Context: an optimization exercise on an open-source flow, tuned for small area, a short achievable clock period and few clock cycles. The choices shown serve that exercise and are no tape-out recipe. Function was checked by simulation only, so behaviour that the tests miss may differ from the original.

==> build 14: inputs <==
Design cpu, start of the top module:
module cpu (
    input clk,
    input reset,
    output reg [31:0] iaddr,
    input [31:0] idata,
    output reg [31:0] daddr,
    input [31:0] drdata,
    output reg [31:0] dwdata,
    output reg [3:0] dwe
);
==> flow/config.mk <==
export PLATFORM = sky130hd
export DESIGN_NAME = cpu
export DESIGN_NICKNAME = cpu
export VERILOG_FILES = /design/flow/design.v
export SDC_FILE = /design/flow/constraint.sdc
export NUM_CORES = 8
export LEC_CHECK = 0
export CAP_MARGIN = 20
export CORE_MARGIN = 2
export CORE_UTILIZATION = 40
export SETUP_SLACK_MARGIN = 5
export SLEW_MARGIN = 20
export TNS_END_PERCENT = 0
==> flow/constraint.sdc <==
create_clock -name core_clock -period 10.0 [get_ports {clk}]
set_input_delay 2.0000 -clock core_clock [delete_from_list [all_inputs] [get_ports {clk}]]
set_output_delay 2.0000 -clock core_clock [all_outputs]
set_load 0.01 [all_outputs]
standard.sh (not shown) runs the stock make flow with config.mk's settings and CLKGATE_MAP_FILE= SYNTH_SCRIPT=/design/flow/synth_recipe.tcl, a recipe that flattens the netlist after the stock synthesis.
==> flow/flow/run.sh <==
#!/bin/bash
# Layout flow: the standard ORFS flow (standard.sh) with these changes:
#  - synthesis keeps adders as plain logic for ABC (no full/half-adder cell
#    extraction), so ABC can restructure carry logic for delay;
#  - port buffers are buf_4 cells instead of the default delay-type buffer;
#  - timing repair works on all endpoints and aims past the clock period;
#  - slew and capacitance repair keep a wider margin, so antenna diodes
#    added after repair do not push a net over its limit;
set -euo pipefail
bash standard.sh \
    ADDER_MAP_FILE= \
    "BUFFER_PORTS_ARGS=-buffer_cell sky130_fd_sc_hd__buf_4" \
    SETUP_SLACK_MARGIN=5.7 \
    TNS_END_PERCENT=100 \
    CAP_MARGIN=35 \
    SLEW_MARGIN=35 \
    "CTS_ARGS=-sink_clustering_enable -repair_clock_nets -dont_use_dummy_load -buf_list sky130_fd_sc_hd__clkbuf_16 -sink_clustering_size 20 -sink_clustering_max_diameter 80" \
    finish > orfs_make.log 2>&1
==> build 67 (differences from build 14) <==
--- a/flow/flow/run.sh
+++ b/flow/flow/run.sh
@@ -16,3 +16,3 @@
     SLEW_MARGIN=35 \
-    "CTS_ARGS=-sink_clustering_enable -repair_clock_nets -dont_use_dummy_load -buf_list sky130_fd_sc_hd__clkbuf_16 -sink_clustering_size 20 -sink_clustering_max_diameter 80" \
+    "CTS_ARGS=-sink_clustering_enable -repair_clock_nets -dont_use_dummy_load -buf_list sky130_fd_sc_hd__clkbuf_8 -sink_clustering_size 50" \
     finish > orfs_make.log 2>&1
==> run notes <==
Register-to-register slack is about the same in build 67 and build 14. Between build 14 and build 67, the lower wire length is in build 67 (gap 0.55%, measured against build 67). Sequential share of layout area: build 14 is lower than build 67 (0.38 points). First-iteration DRC count: build 14 is larger than build 67 (about 2%). Flip-flop and latch count is the same in build 67 and build 14. In via count, build 14 and build 67 hardly differ. In die area, build 67 and build 14 do not differ. Between build 67 and build 14, the lower non-clock buffer count is in build 67 (gap 68).
Testbench counts of build 14, summed over its fixed seeds: cycles 83,982.
Testbench counts of build 67, summed over its fixed seeds: cycles 83,982.

* * *

==> inputs of run K <==
==> flow/design.v <==
module pfx_add #(parameter W = 32) (
    input  [W-1:0] a,
    input  [W-1:0] b,
    input          ci,
    output [W-1:0] s,
    output         co
);
    reg [W-1:0] g, p, gg, pp;
    integer i, l;
    always @(*) begin
        g = a & b;
        p = a ^ b;
        g[0] = g[0] | (p[0] & ci);
        gg = g;
        pp = p;
        for (l = 0; (1 << l) < W; l = l + 1)
            for (i = 0; i < W; i = i + 1)
                if ((i >> l) & 1) begin
                    gg[i] = gg[i] | (pp[i] & gg[((i >> l) << l) - 1]);
                    pp[i] = pp[i] & pp[((i >> l) << l) - 1];
                end
    end
    assign s  = p ^ {gg[W-2:0], ci};
    assign co = gg[W-1];
endmodule
module imm_add #(parameter W = 12) (
    input  [31:0]  x,
    input  [W-1:0] imm,
    output [31:0]  s
);
    wire [W-1:0] lo;
    wire         c;
    pfx_add #(W) u_lo (.a(x[W-1:0]), .b(imm), .ci(1'b0), .s(lo), .co(c));
    wire [31-W:0] hp = x[31:W] + 1'b1;
    wire [31-W:0] hm = x[31:W] - 1'b1;
    assign s = {(c == imm[W-1]) ? x[31:W] : (c ? hp : hm), lo};
endmodule
module cpu (
    input clk,
    input reset,
    output reg [31:0] iaddr,
    input [31:0] idata,
    output reg [31:0] daddr,
    input [31:0] drdata,
    output reg [31:0] dwdata,
    output reg [3:0] dwe
);
    reg [31:1] pc_r;         
    wire [31:0] pc = {pc_r, 1'b0};
    reg [31:0] rf [1:31];
    reg        xv;
    reg [31:0] xa, xb;       
    reg [11:0] ximm;
    reg [31:1] xtgt_r;       
    wire [31:0] xtgt = {xtgt_r, 1'b0};
    reg [4:0]  xrd;
    reg        xwen;
    reg [2:0]  xf3;
    reg        xsub, xsra, xload, xstore, xbr, xjalr, xpred;
    reg        s_add, s_sll, s_slt, s_sltu, s_xor, s_sr, s_or, s_and, s_link, s_tgt;
    reg [31:0] mres;         
    reg [31:0] mdw;
    reg [3:0]  mdwe;
    reg [4:0]  mrd;
    reg        mwe, mload;
    reg [2:0]  mf3;
    reg [31:0] ld;
    always @(*) begin
        case (mf3[1:0])
            2'b00: begin
                case (mres[1:0])
                    2'b00: ld[7:0] = drdata[7:0];
                    2'b01: ld[7:0] = drdata[15:8];
                    2'b10: ld[7:0] = drdata[23:16];
                    default: ld[7:0] = drdata[31:24];
                endcase
                ld[31:8] = {24{ld[7] & ~mf3[2]}};
            end
            2'b01: begin
                ld[15:0] = mres[1] ? drdata[31:16] : drdata[15:0];
                ld[31:16] = {16{ld[15] & ~mf3[2]}};
            end
            default: ld = drdata;
        endcase
    end
    wire [31:0] mwdata = mload ? ld : mres;
    always @(*) begin
        daddr = mres;
        dwdata = mdw;
        dwe = mdwe & {4{~reset}};
    end
    always @(posedge clk) begin
        if (mwe) rf[mrd] <= mwdata;
    end
    wire [31:0] a = xa;
    wire [31:0] b = xb;
    wire [31:0] addr;
    imm_add #(12) u_addr (.x(a), .imm(ximm), .s(addr));
    wire [31:0] sum;
    pfx_add #(32) u_sum (.a(a), .b(b), .ci(xsub), .s(sum), .co());
    reg [31:0] lt_t, eq_t;
    reg [15:0] lt1, eq1;
    reg [7:0]  lt2, eq2;
    reg [3:0]  lt3, eq3;
    reg [1:0]  lt4, eq4;
    integer k;
    always @(*) begin
        lt_t = ~a & b;
        eq_t = ~(a ^ b);
        for (k = 0; k < 16; k = k + 1) begin
            lt1[k] = lt_t[2*k+1] | (eq_t[2*k+1] & lt_t[2*k]);
            eq1[k] = eq_t[2*k+1] & eq_t[2*k];
        end
        for (k = 0; k < 8; k = k + 1) begin
            lt2[k] = lt1[2*k+1] | (eq1[2*k+1] & lt1[2*k]);
            eq2[k] = eq1[2*k+1] & eq1[2*k];
        end
        for (k = 0; k < 4; k = k + 1) begin
            lt3[k] = lt2[2*k+1] | (eq2[2*k+1] & lt2[2*k]);
            eq3[k] = eq2[2*k+1] & eq2[2*k];
        end
        for (k = 0; k < 2; k = k + 1) begin
            lt4[k] = lt3[2*k+1] | (eq3[2*k+1] & lt3[2*k]);
            eq4[k] = eq3[2*k+1] & eq3[2*k];
        end
    end
    wire ltu = lt4[1] | (eq4[1] & lt4[0]);
    wire eq  = eq4[1] & eq4[0];
    wire lts = ltu ^ a[31] ^ b[31];
    reg  [31:0] a_rev, sh_out_rev;
    integer m;
    always @(*) for (m = 0; m < 32; m = m + 1) a_rev[m] = a[31-m];
    wire [31:0] sh_in   = s_sll ? a_rev : a;
    wire        sh_fill = xsra & a[31];
    wire [31:0] sh_out  = $signed({sh_fill, sh_in}) >>> b[4:0];
    always @(*) for (m = 0; m < 32; m = m + 1) sh_out_rev[m] = sh_out[31-m];
    wire [31:0] xres = ({32{s_add}}  & sum)
                     | ({32{s_sll}}  & sh_out_rev)
                     | ({32{s_sr}}   & sh_out)
                     | ({32{s_xor}}  & (a ^ b))
                     | ({32{s_or}}   & (a | b))
                     | ({32{s_and}}  & (a & b))
                     | ({32{s_link}} & b)
                     | ({32{s_tgt}}  & xtgt)
                     | {31'd0, (s_slt & lts) | (s_sltu & ltu)};
    wire        cmp   = xf3[2] ? (xf3[1] ? ltu : lts) : eq;
    wire        cond  = (cmp ^ xf3[0]) & (xf3[2:1] != 2'b01);
    wire        redir = xv & ((xjalr & ~xpred) | (xbr & (cond ^ xpred)));
    wire [31:0] rtgt  = xjalr ? {addr[31:1], 1'b0} : xtgt;
    reg [3:0] sdwe;
    always @(*) begin
        case (xf3[1:0])
            2'b00: sdwe = 4'b0001 << addr[1:0];
            2'b01: sdwe = addr[0] ? 4'b0000 : (addr[1] ? 4'b1100 : 4'b0011);
            2'b10: sdwe = (addr[1:0] == 2'b00) ? 4'b1111 : 4'b0000;
            default: sdwe = 4'b0000;
        endcase
    end
    wire xwe = xv & xwen & ~(xload & (xf3[1:0] == 2'b01) & addr[0]);
    always @(posedge clk) begin
        if (reset) begin
            mwe <= 1'b0;
            mdwe <= 4'd0;
        end else begin
            mwe <= xwe;
            mdwe <= (xv & xstore) ? sdwe : 4'd0;
        end
        mres <= (xload | xstore) ? addr : xres;
        mdw <= xf3[1] ? b : (xf3[0] ? {2{b[15:0]}} : {4{b[7:0]}});
        mrd <= xrd;
        mload <= xload;
        mf3 <= xf3;
    end
    always @(*) iaddr = pc;
    wire [6:0] op  = idata[6:0];
    wire [4:0] rd  = idata[11:7];
    wire [2:0] f3  = idata[14:12];
    wire [4:0] rs1 = idata[19:15];
    wire [4:0] rs2 = idata[24:20];
    wire [6:0] f7  = idata[31:25];
    wire is_load  = (op == 7'b0000011) & (f3 != 3'b011) & (f3[2:1] != 2'b11);
    wire is_store = (op == 7'b0100011) & ~f3[2] & (f3[1:0] != 2'b11);
    wire alu_ok   = ~(((f3 == 3'b000) | (f3 == 3'b101)) & ((f7 != 7'b0000000) & (f7 != 7'b0100000)));
    wire is_alu   = (op == 7'b0110011) & alu_ok;
    wire alui_ok  = ~((f3 == 3'b101) & (idata[31:26] != 6'b000000) & (idata[31:26] != 6'b010000));
    wire is_alui  = (op == 7'b0010011) & alui_ok;
    wire is_lui   = (op == 7'b0110111);
    wire is_auipc = (op == 7'b0010111);
    wire is_jal   = (op == 7'b1101111);
    wire is_jalr  = (op == 7'b1100111) & (f3 == 3'b000);
    wire is_br    = (op == 7'b1100011);
    wire is_op    = is_alu | is_alui;
    wire is_sub   = is_alu & (f3 == 3'b000) & idata[30];
    wire use1 = is_load | is_store | is_op | is_jalr | is_br;
    wire use2 = is_store | is_alu | is_br;
    wire wen  = (rd != 5'd0) & (is_load | is_op | is_lui | is_auipc | is_jal | is_jalr);
    wire [31:0] imm_i = {{20{idata[31]}}, idata[31:20]};
    wire        sgn   = idata[31];
    wire [31:0] tgt_b, tgt_j;
    imm_add #(13) u_tb (.x(pc), .imm({sgn, idata[7], idata[30:25], idata[11:8], 1'b0}), .s(tgt_b));
    imm_add #(21) u_tj (.x(pc), .imm({sgn, idata[19:12], idata[20], idata[30:21], 1'b0}), .s(tgt_j));
    wire [31:0] flink = pc + 32'd4;
    wire [19:0] ahi;
    pfx_add #(20) u_ahi (.a(pc[31:12]), .b(idata[31:12]), .ci(1'b0), .s(ahi), .co());
    wire [31:0] fut   = is_lui ? {idata[31:12], 12'd0} : {ahi, pc[11:0]};
    wire        x1busy = (xv & xwen & (xrd == 5'd1)) | (mwe & (mrd == 5'd1));
    wire        jx     = xv & xwen & s_tgt & (xrd == rs1);
    wire        j0     = (rs1 == 5'd0);
    wire        jr1    = (rs1 == 5'd1) & (idata[31:20] == 12'd0) & ~x1busy;
    wire        jf     = j0 | jx | jr1;
    wire [31:0] jsum;
    imm_add #(12) u_jsum (.x(xtgt), .imm(idata[31:20]), .s(jsum));
    wire [31:0] jtgt   = j0 ? {imm_i[31:1], 1'b0} : (jx ? {jsum[31:1], 1'b0} : {rf[1][31:1], 1'b0});
    reg  [31:0] rf1, rf2;
    integer n;
    always @(*) begin
        rf1 = 32'd0;
        rf2 = 32'd0;
        for (n = 1; n < 32; n = n + 1) begin
            rf1 = rf1 | (rf[n] & {32{rs1 == n}});
            rf2 = rf2 | (rf[n] & {32{rs2 == n}});
        end
    end
    wire        mb1 = mwe & (mrd == rs1);
    wire        mb2 = mwe & (mrd == rs2);
    wire [31:0] r1  = mb1 ? mwdata : rf1;
    wire [31:0] r2  = mb2 ? mwdata : rf2;
    wire        xnw  = xv & xwen;
    wire        fw1  = xnw & (xrd == rs1);
    wire        fw2  = xnw & (xrd == rs2);
    wire        fstall = xload & ((fw1 & use1) | (fw2 & use2));
    wire        fjmp  = is_jal | (is_br & sgn) | (is_jalr & jf);
    wire [31:0] fnext = is_jalr ? jtgt : (is_jal ? tgt_j : tgt_b);
    wire [31:0] pc_f  = fstall ? pc : (fjmp ? fnext : flink);
    wire [31:0] opa = fw1 ? xres : r1;
    wire [31:0] opb = fw2 ? xres : r2;
    always @(posedge clk) begin
        if (reset) begin
            pc_r <= 31'd0;
            xv <= 1'b0;
        end else begin
            pc_r <= redir ? rtgt[31:1] : pc_f[31:1];
            xv <= ~redir & ~fstall;
        end
        xa <= opa;
        xb <= is_alui ? imm_i : ((is_jal | is_jalr) ? flink : (is_sub ? ~opb : opb));
        ximm <= is_store ? {idata[31:25], idata[11:7]} : idata[31:20];
        xtgt_r <= (is_lui | is_auipc) ? fut[31:1] : (sgn ? flink[31:1] : tgt_b[31:1]);
        xrd <= rd;
        xwen <= wen;
        xf3 <= f3;
        xsub <= is_sub;
        xsra <= idata[30] & (f3 == 3'b101);
        xload <= is_load;
        xstore <= is_store;
        xbr <= is_br;
        xjalr <= is_jalr;
        xpred <= fjmp;
        s_add  <= is_op & (f3 == 3'b000);
        s_sll  <= is_op & (f3 == 3'b001);
        s_slt  <= is_op & (f3 == 3'b010);
        s_sltu <= is_op & (f3 == 3'b011);
        s_xor  <= is_op & (f3 == 3'b100);
        s_sr   <= is_op & (f3 == 3'b101);
        s_or   <= is_op & (f3 == 3'b110);
        s_and  <= is_op & (f3 == 3'b111);
        s_link <= is_jal | is_jalr;
        s_tgt  <= is_lui | is_auipc;
    end
endmodule
==> flow/flow/run.sh <==
#!/bin/bash
# Layout flow: the standard ORFS flow (standard.sh) with these changes:
#  - synthesis keeps adders as plain logic for ABC (no full/half-adder cell
#    extraction), so ABC can restructure carry logic for delay;
#  - port buffers are buf_4 cells instead of the default delay-type buffer;
set -euo pipefail
bash standard.sh \
    ADDER_MAP_FILE= \
    "BUFFER_PORTS_ARGS=-buffer_cell sky130_fd_sc_hd__buf_4" \
    SETUP_SLACK_MARGIN=5.7 \
    TNS_END_PERCENT=100 \
    finish > orfs_make.log 2>&1
==> flow/standard.sh <==
#!/bin/bash
# synth_recipe.tcl (not shown) runs the flow's synth.tcl, then flattens the netlist and writes it again
# the make line also repeats each setting of config.mk as NAME=value (left out here)
make -C /OpenROAD-flow-scripts/flow DESIGN_CONFIG=/design/flow/config.mk WORK_HOME=/design/flow/orfs CLKGATE_MAP_FILE= SYNTH_SCRIPT=/design/flow/synth_recipe.tcl "${@:-finish}"
==> flow/config.mk <==
export PLATFORM = sky130hd
export DESIGN_NAME = cpu
export DESIGN_NICKNAME = cpu
export VERILOG_FILES = /design/flow/design.v
export SDC_FILE = /design/flow/constraint.sdc
export NUM_CORES = 8
export LEC_CHECK = 0
export CAP_MARGIN = 20
export CORE_MARGIN = 2
export CORE_UTILIZATION = 40
export SETUP_SLACK_MARGIN = 5
export SLEW_MARGIN = 20
export TNS_END_PERCENT = 0
==> flow/constraint.sdc <==
create_clock -name core_clock -period 10.0 [get_ports {clk}]
set_input_delay 2.0000 -clock core_clock [delete_from_list [all_inputs] [get_ports {clk}]]
set_output_delay 2.0000 -clock core_clock [all_outputs]
set_load 0.01 [all_outputs]
==> run B (differences from run K) <==
--- a/flow/design.v
+++ b/flow/design.v
@@ -27,10 +27,11 @@
     input  [31:0]  x,
     input  [W-1:0] imm,
-    output [31:0]  s
+    output [31:0]  s,
+    output [31-W:0] hp       
 );
     wire [W-1:0] lo;
     wire         c;
     pfx_add #(W) u_lo (.a(x[W-1:0]), .b(imm), .ci(1'b0), .s(lo), .co(c));
-    wire [31-W:0] hp = x[31:W] + 1'b1;
+    assign hp = x[31:W] + 1'b1;
     wire [31-W:0] hm = x[31:W] - 1'b1;
     assign s = {(c == imm[W-1]) ? x[31:W] : (c ? hp : hm), lo};
@@ -51,12 +52,15 @@
     reg        xv;
     reg [31:0] xa, xb;       
-    reg [11:0] ximm;
-    reg [31:1] xtgt_r;       
-    wire [31:0] xtgt = {xtgt_r, 1'b0};
+    reg [31:0] xtgt;         
     reg [4:0]  xrd;
     reg        xwen;
     reg [2:0]  xf3;
-    reg        xsub, xsra, xload, xstore, xbr, xjalr, xpred;
-    reg        s_add, s_sll, s_slt, s_sltu, s_xor, s_sr, s_or, s_and, s_link, s_tgt;
+    reg        xsub, xsra, xload, xstore;
+    reg        xb_eq, xb_lt, xb_ltu, xb_inv, xb_never;
+    reg        xbf, xbp;     
+    reg [3:0]  xbi;          
+    reg [15:0] bht;
+    reg        xj_unres;     
+    reg        s_add, s_sll, s_slt, s_sltu, s_xor, s_sr, s_or, s_and, s_tgt;
     reg [31:0] mres;         
     reg [31:0] mdw;
@@ -95,6 +99,4 @@
     wire [31:0] a = xa;
     wire [31:0] b = xb;
-    wire [31:0] addr;
-    imm_add #(12) u_addr (.x(a), .imm(ximm), .s(addr));
     wire [31:0] sum;
     pfx_add #(32) u_sum (.a(a), .b(b), .ci(xsub), .s(sum), .co());
@@ -141,11 +143,14 @@
                      | ({32{s_or}}   & (a | b))
                      | ({32{s_and}}  & (a & b))
-                     | ({32{s_link}} & b)
                      | ({32{s_tgt}}  & xtgt)
                      | {31'd0, (s_slt & lts) | (s_sltu & ltu)};
-    wire        cmp   = xf3[2] ? (xf3[1] ? ltu : lts) : eq;
-    wire        cond  = (cmp ^ xf3[0]) & (xf3[2:1] != 2'b01);
-    wire        redir = xv & ((xjalr & ~xpred) | (xbr & (cond ^ xpred)));
-    wire [31:0] rtgt  = xjalr ? {addr[31:1], 1'b0} : xtgt;
+    wire        redir = xv & (xj_unres | xb_never | (xb_eq & (eq ^ xb_inv))
+                              | (xb_lt & (lts ^ xb_inv)) | (xb_ltu & (ltu ^ xb_inv)));
+    wire [31:0] addr  = sum;        
+    wire [31:0] rtgt  = xj_unres ? {addr[31:1], 1'b0} : xtgt;
+    always @(posedge clk) begin
+        if (reset) bht <= 0;
+        else if (xv & xbf) bht[xbi] <= xbp ^ redir;
+    end
     reg [3:0] sdwe;
     always @(*) begin
@@ -166,6 +171,6 @@
             mdwe <= (xv & xstore) ? sdwe : 4'd0;
         end
-        mres <= (xload | xstore) ? addr : xres;
-        mdw <= xf3[1] ? b : (xf3[0] ? {2{b[15:0]}} : {4{b[7:0]}});
+        mres <= xres;
+        mdw <= xf3[1] ? xtgt : (xf3[0] ? {2{xtgt[15:0]}} : {4{xtgt[7:0]}});
         mrd <= xrd;
         mload <= xload;
@@ -198,7 +203,9 @@
     wire        sgn   = idata[31];
     wire [31:0] tgt_b, tgt_j;
-    imm_add #(13) u_tb (.x(pc), .imm({sgn, idata[7], idata[30:25], idata[11:8], 1'b0}), .s(tgt_b));
-    imm_add #(21) u_tj (.x(pc), .imm({sgn, idata[19:12], idata[20], idata[30:21], 1'b0}), .s(tgt_j));
-    wire [31:0] flink = pc + 32'd4;
+    wire [31:13] pch1;
+    imm_add #(13) u_tb (.x(pc), .imm({sgn, idata[7], idata[30:25], idata[11:8], 1'b0}), .s(tgt_b), .hp(pch1));
+    imm_add #(21) u_tj (.x(pc), .imm({sgn, idata[19:12], idata[20], idata[30:21], 1'b0}), .s(tgt_j), .hp());
+    wire [11:0] fl_lo = {1'b0, pc[12:2]} + 12'd1;
+    wire [31:0] flink = {fl_lo[11] ? pch1 : pc[31:13], fl_lo[10:0], pc[1:0]};
     wire [19:0] ahi;
     pfx_add #(20) u_ahi (.a(pc[31:12]), .b(idata[31:12]), .ci(1'b0), .s(ahi), .co());
@@ -210,6 +217,5 @@
     wire        jf     = j0 | jx | jr1;
     wire [31:0] jsum;
-    imm_add #(12) u_jsum (.x(xtgt), .imm(idata[31:20]), .s(jsum));
-    wire [31:0] jtgt   = j0 ? {imm_i[31:1], 1'b0} : (jx ? {jsum[31:1], 1'b0} : {rf[1][31:1], 1'b0});
+    imm_add #(12) u_jsum (.x(xtgt), .imm(idata[31:20]), .s(jsum), .hp());
     reg  [31:0] rf1, rf2;
     integer n;
@@ -230,7 +236,30 @@
     wire        fw2  = xnw & (xrd == rs2);
     wire        fstall = xload & ((fw1 & use1) | (fw2 & use2));
-    wire        fjmp  = is_jal | (is_br & sgn) | (is_jalr & jf);
-    wire [31:0] fnext = is_jalr ? jtgt : (is_jal ? tgt_j : tgt_b);
-    wire [31:0] pc_f  = fstall ? pc : (fjmp ? fnext : flink);
+    reg  [31:0] zt;
+    integer q;
+    always @(*) for (q = 0; q < 32; q = q + 1)
+        zt[q] = (xa[q] ^ xb[q]) ^ ((q == 0) ? 1'b0 : (xa[q-1] | xb[q-1]));
+    wire        z_x   = ~|zt;
+    wire        s_x   = sum[31];
+    wire        xadd  = xnw & s_add & ~xsub & ~xload;
+    wire        lp1   = xadd & fw1 & (rs2 == 5'd0);     
+    wire        lp2   = xadd & fw2 & (rs1 == 5'd0);     
+    wire        l_eq  = z_x;
+    wire        l_lts = lp1 ? s_x : (~s_x & ~z_x);
+    wire        l_ltu = lp2 & ~z_x;
+    wire        l_cmp = f3[2] ? (f3[1] ? l_ltu : l_lts) : l_eq;
+    wire        l_tk  = (l_cmp ^ f3[0]) & (f3[2:1] != 2'b01);
+    wire        bpred = (lp1 | lp2) ? l_tk : (sgn | bht[pc[5:2]]);
+    wire        fjmp  = is_jal | (is_br & bpred) | (is_jalr & jf);
+    wire        ps_st = fstall;
+    wire        ps_j  = ~fstall & is_jal;
+    wire        ps_b  = ~fstall & is_br & bpred;
+    wire        ps_r0 = ~fstall & is_jalr & j0;
+    wire        ps_rx = ~fstall & is_jalr & ~j0 & jx;
+    wire        ps_r1 = ~fstall & is_jalr & ~j0 & ~jx & jr1;
+    wire        ps_l  = ~fstall & ~fjmp;
+    wire [31:0] pc_f  = ({32{ps_st}} & pc) | ({32{ps_j}} & tgt_j) | ({32{ps_b}} & tgt_b)
+                      | ({32{ps_r0}} & imm_i) | ({32{ps_rx}} & jsum) | ({32{ps_r1}} & rf[1])
+                      | ({32{ps_l}} & flink);
     wire [31:0] opa = fw1 ? xres : r1;
     wire [31:0] opb = fw2 ? xres : r2;
@@ -244,7 +273,8 @@
         end
         xa <= opa;
-        xb <= is_alui ? imm_i : ((is_jal | is_jalr) ? flink : (is_sub ? ~opb : opb));
-        ximm <= is_store ? {idata[31:25], idata[11:7]} : idata[31:20];
-        xtgt_r <= (is_lui | is_auipc) ? fut[31:1] : (sgn ? flink[31:1] : tgt_b[31:1]);
+        xb <= (is_alui | is_load | is_jalr) ? imm_i :
+              (is_store ? {{20{idata[31]}}, idata[31:25], idata[11:7]} : (is_sub ? ~opb : opb));
+        xtgt <= is_store ? opb : ((is_lui | is_auipc) ? fut :
+                ((is_jal | is_jalr | bpred) ? flink : tgt_b));
         xrd <= rd;
         xwen <= wen;
@@ -254,8 +284,14 @@
         xload <= is_load;
         xstore <= is_store;
-        xbr <= is_br;
-        xjalr <= is_jalr;
-        xpred <= fjmp;
-        s_add  <= is_op & (f3 == 3'b000);
+        xb_eq  <= is_br & (f3[2:1] == 2'b00);
+        xb_lt  <= is_br & (f3[2:1] == 2'b10);
+        xb_ltu <= is_br & (f3[2:1] == 2'b11);
+        xb_inv <= bpred ^ f3[0];
+        xbf <= is_br & ~sgn;
+        xbp <= bpred;
+        xbi <= pc[5:2];
+        xb_never <= is_br & (f3[2:1] == 2'b01) & bpred;
+        xj_unres <= is_jalr & ~jf;
+        s_add  <= (is_op & (f3 == 3'b000)) | is_load | is_store;
         s_sll  <= is_op & (f3 == 3'b001);
         s_slt  <= is_op & (f3 == 3'b010);
@@ -265,6 +301,5 @@
         s_or   <= is_op & (f3 == 3'b110);
         s_and  <= is_op & (f3 == 3'b111);
-        s_link <= is_jal | is_jalr;
-        s_tgt  <= is_lui | is_auipc;
+        s_tgt  <= is_lui | is_auipc | is_jal | is_jalr;
     end
 endmodule
--- a/flow/flow/run.sh
+++ b/flow/flow/run.sh
@@ -4,4 +4,7 @@
 #    extraction), so ABC can restructure carry logic for delay;
 #  - port buffers are buf_4 cells instead of the default delay-type buffer;
+#  - timing repair works on all endpoints and aims past the clock period;
+#  - slew and capacitance repair keep a wider margin, so antenna diodes
+#    added after repair do not push a net over its limit;
 set -euo pipefail
 bash standard.sh \
@@ -10,3 +13,6 @@
     SETUP_SLACK_MARGIN=5.7 \
     TNS_END_PERCENT=100 \
+    CAP_MARGIN=35 \
+    SLEW_MARGIN=35 \
+    "CTS_ARGS=-sink_clustering_enable -repair_clock_nets -dont_use_dummy_load -buf_list sky130_fd_sc_hd__clkbuf_8 -sink_clustering_size 50" \
     finish > orfs_make.log 2>&1
==> results.cfg <==
[die]
fp.dieArea_um2 = 165000

[power]
clkPwrFrac_pct = 29.8
vdd_drop_max_mv = 0.150
power_frac_comb_pct = 21.5

[logic_synthesis]
synth_compound_area_share_pct = 22.4
synth-adder-area-share_pct = 0.650
muxShareOfSynthArea_pct = 4.12

[clock_network]
clkSinkCount = 1248

[route]
dr.pass1.iters = 13
via_count = 63626
met1_length_um = 115000
finalWirelength_um = 362000

[setup_path]
path_max_fanout = 10

[grt]
grt_max_degree = 61

[finish]
layoutNonFillerInstCount = 8313

[timing]
fmax_ghz = 0.213

[placement]
placed_area_um2 = 69600

[outcome]
status = timing/DRC/antenna clean
the above is filed under run B

==> results.cfg <==
[route]
via_count = 64499
met1_length_um = 117000
dr.pass1.iters = 17

[logic_synthesis]
synth_compound_area_share_pct = 22.7

[power]
clkPwrFrac_pct = 39.1
power_frac_comb_pct = 16.2

[timing]
fmax_ghz = 0.218

[setup_path]
path_max_fanout = 32

[finish]
layoutNonFillerInstCount = 8478

[outcome]
status = timing/DRC/antenna clean

[grt]
grt_max_degree = 54

[die]
fp.dieArea_um2 = 166000

[placement]
placed_area_um2 = 69700

[clock_network]
clkSinkCount = 1235
the above is filed under run K

Testbench counts of run K, summed over its fixed seeds: cycles 86,738.
Testbench counts of run B, summed over its fixed seeds: cycles 83,982.

## separate check: timing with driven ports
The flow's constraints put no driver on any port. The routed layouts listed below were extracted and timed again, unchanged, in two steps.
Step 1 assumes that a clkbuf_16 drives the clock port and a buf_2 every other input.
Step 2, shift: input delay + t, output delay - t, t = (earliest + latest rising clock arrival at the registers) / 2. This alone moves slack from input paths to output paths.
Three values: ideal, step 1, step 2; two values: the first two.
run | shift t [ns] | setup slack, ns | latest minus earliest clock arrival (ns)
build 14 | 0.803 | 5.400 / 5.439 / 4.636 | 0.124 / 0.124
build 67 | 1.033 | 5.453 / 5.487 / 4.454 | 0.134 / 0.134
run K | 0.896 | 5.418 / 5.413 / 4.517 | 0.053 / 0.054
run B | 0.990 | 5.300 / 5.244 / 4.254 | 0.133 / 0.133
After both steps every run listed still meets setup and hold. The setup slack of run B, which loses most, moves by -0.056 ns with the drivers and by -1.046 ns with both steps.
